This design comes from an exercise in tuning for small area on the open sky130 flow, not from production work. Where RTL was checked, it was by simulation tests only, not by an equivalence proof against the original.

== trial 92 ==
Design mulNbit, start of the top module:
module mulNbit(a, b, clk, cin, rst, sum, cout);
	parameter N = 32;
	input [N-1:0] a, b;
	input cin, clk, rst;
	output reg [N-1:0] sum;
	output reg cout;
  ...
Size: about 1000 cells after synthesis, about 100 I/O pins, about 11000 µm² of cells after synthesis.
Settings: LEC_CHECK=0, CAP_MARGIN=10, CORE_MARGIN=2, CORE_UTILIZATION=60, CTS_BUF_LIST=sky130_fd_sc_hd__clkbuf_4 sky130_fd_sc_hd__clkbuf_8, GPL_TIMING_DRIVEN=0, PLACE_DENSITY=0.75, SETUP_SLACK_MARGIN=0.05, SLEW_MARGIN=10, SYNTH_HIERARCHICAL=1, SYNTH_MINIMUM_KEEP_SIZE=0; clock period 8.5 ns.
standard.sh (not shown) runs the stock make flow with config.mk's settings and CLKGATE_MAP_FILE= SYNTH_SCRIPT=/design/flow/synth_recipe.tcl, a recipe that flattens the netlist after the stock synthesis.
==> flow/flow/run.sh <==
#!/bin/bash
# The standard layout (standard.sh) with two changes:
#  - after the standard synthesis, every combinational cell is set to the
#    smallest drive strength of its family (flow/downsize.py); the resizer
#    in placement, CTS and routing upsizes what timing needs;
#  - the port buffers are the smallest buffer cell.
set -euo pipefail
ARGS=(BUFFER_PORTS_ARGS="-buffer_cell sky130_fd_sc_hd__buf_1")
R=orfs/results/sky130hd/mulNbit/base
bash standard.sh "${ARGS[@]}" synth > synth.log 2>&1
cp $R/1_2_yosys.v 1_2_yosys.standard.v
python3 flow/downsize.py "$FLOW_HOME/platforms/sky130hd/lib/sky130_fd_sc_hd__tt_025C_1v80.lib" $R/1_2_yosys.v > downsize.log 2>&1
rm -f $R/1_synth.odb $R/1_synth.sdc
bash standard.sh "${ARGS[@]}" finish > standard.log 2>&1
Other scripts of this flow, unchanged in this note and not shown: flow/flow/downsize.py
Every stage of the flow completed for trial 92, and the final layout passed the timing, DRC and antenna checks.
Input-level comparison between build 78 and trial 92:
diff --git a/flow/design.v b/flow/design.v
--- a/flow/design.v
+++ b/flow/design.v
@@ -809,45 +809,45 @@
   assign P1030 = P978 & P1024;
   assign G1031 = G979 | (P980 & G1023);
   assign P1032 = P980 & P1024;
   assign G1033 = G1001 | (P1002 & G1023);
   assign P1034 = P1002 & P1024;
   assign G1035 = G1003 | (P1004 & G1023);
   assign P1036 = P1004 & P1024;
   assign G1037 = G1005 | (P1006 & G1023);
   assign P1038 = P1006 & P1024;
   assign G1039 = G1007 | (P1008 & G1023);
   assign P1040 = P1008 & P1024;
-  bxor u_sum9 (.a(p914), .b(1'b0), .y(sum1041));
-  bxor u_sum10 (.a(p916), .b(G937), .y(sum1042));
-  bxor u_sum11 (.a(s480), .b(G961), .y(sum1043));
-  bxor u_sum12 (.a(p918), .b(G963), .y(sum1044));
-  bxor u_sum13 (.a(s502), .b(G985), .y(sum1045));
-  bxor u_sum14 (.a(p920), .b(G987), .y(sum1046));
-  bxor u_sum15 (.a(s528), .b(G989), .y(sum1047));
-  bxor u_sum16 (.a(p922), .b(G991), .y(sum1048));
-  bxor u_sum17 (.a(s558), .b(G1009), .y(sum1049));
-  bxor u_sum18 (.a(p924), .b(G1011), .y(sum1050));
-  bxor u_sum19 (.a(s592), .b(G1013), .y(sum1051));
-  bxor u_sum20 (.a(p926), .b(G1015), .y(sum1052));
-  bxor u_sum21 (.a(s630), .b(G1017), .y(sum1053));
-  bxor u_sum22 (.a(p928), .b(G1019), .y(sum1054));
-  bxor u_sum23 (.a(s672), .b(G1021), .y(sum1055));
-  bxor u_sum24 (.a(p930), .b(G1023), .y(sum1056));
-  bxor u_sum25 (.a(s718), .b(G1025), .y(sum1057));
-  bxor u_sum26 (.a(p932), .b(G1027), .y(sum1058));
-  bxor u_sum27 (.a(s768), .b(G1029), .y(sum1059));
-  bxor u_sum28 (.a(p934), .b(G1031), .y(sum1060));
-  bxor u_sum29 (.a(s822), .b(G1033), .y(sum1061));
-  bxor u_sum30 (.a(p936), .b(G1035), .y(sum1062));
-  bxor u_sum31 (.a(s880), .b(G1037), .y(sum1063));
+  assign sum1041 = p914 ^ 1'b0;
+  assign sum1042 = p916 ^ G937;
+  assign sum1043 = s480 ^ G961;
+  assign sum1044 = p918 ^ G963;
+  assign sum1045 = s502 ^ G985;
+  assign sum1046 = p920 ^ G987;
+  assign sum1047 = s528 ^ G989;
+  assign sum1048 = p922 ^ G991;
+  assign sum1049 = s558 ^ G1009;
+  assign sum1050 = p924 ^ G1011;
+  assign sum1051 = s592 ^ G1013;
+  assign sum1052 = p926 ^ G1015;
+  assign sum1053 = s630 ^ G1017;
+  assign sum1054 = p928 ^ G1019;
+  assign sum1055 = s672 ^ G1021;
+  assign sum1056 = p930 ^ G1023;
+  assign sum1057 = s718 ^ G1025;
+  assign sum1058 = p932 ^ G1027;
+  assign sum1059 = s768 ^ G1029;
+  assign sum1060 = p934 ^ G1031;
+  assign sum1061 = s822 ^ G1033;
+  assign sum1062 = p936 ^ G1035;
+  assign sum1063 = s880 ^ G1037;
   assign sum1064 = x912 ^ G1039;
   assign prod[0] = pp111;
   assign prod[1] = s416;
   assign prod[2] = s418;
   assign prod[3] = s422;
   assign prod[4] = s426;
   assign prod[5] = s432;
   assign prod[6] = s438;
   assign prod[7] = s446;
   assign prod[8] = s454;
   assign prod[9] = sum1041;
@@ -881,23 +881,23 @@
 endmodule
 module ainv(x, y);
 	input x;
 	output y;
 	assign y = ~x;
 endmodule
 module ainvr(x, r, y);
 	input x, r;
 	output y;
 	assign y = ~(x & r);
 endmodule
-module bxor(a, b, y);   
+module bxor(a, b, y);
 	input a, b;
 	output y;
 	assign y = a ^ b;
 endmodule
 module bxnor(a, b, y);
 	input a, b;
 	output y;
 	assign y = ~(a ^ b);
 endmodule
 module btwon(one, t, twon);
 	input one, t;
--- outcome ---
The cell with the biggest individual delay on the critical path comes out sky130_fd_sc_hd__xor2_1 in one run and sky130_fd_sc_hd__clkdlybuf4s15_2 in the other, namely in trial 92 and build 78 respectively.
Trial 92 → build 78: last weighted congestion value of the routability-driven placer has decreased; non-clock buffer count has decreased; peak per-stage delay on the critical path has increased.
Max freq trial 92 -> build 78: improved
[compare] base=trial 92 new=build 78: fraction of area in non-clock buffers -0.52 points, wire length of the first global-routing pass now smaller.
Only the layout flow was run in trial 92; the RTL was not checked for function there.

==> re-timing with driven ports <==
The flow's constraints put no driver on any port. The routed layouts listed below were extracted and timed again, unchanged, in two steps. Step 1 assumes that a clkbuf_16 drives the clock port and a buf_2 every other input. Step 2 moves the port delays by t, midway between the first and last clock arrival at a register: inputs arrive t later, outputs are due t later. That takes back most of the time a late clock gives input paths. Three values: ideal ports, drivers, drivers and shift; two values: the first two.
run	t (ns)	setup WS [ns]	worst setup path at the end	worst register clock-pin slew, ns	pins driven straight from the clock port
trial 92	0.350	0.199 / 0.202 / -0.148	input to register	0.10 / 0.10	1
build 78	0.360	0.328 / 0.346 / -0.014	input to register	0.08 / 0.08	1
With both steps, setup timing fails in trial 92 and build 78, where it was met with ideal ports. For trial 92, which loses most, drivers alone change the setup slack by +0.003 ns; drivers and shift together by -0.347 ns.
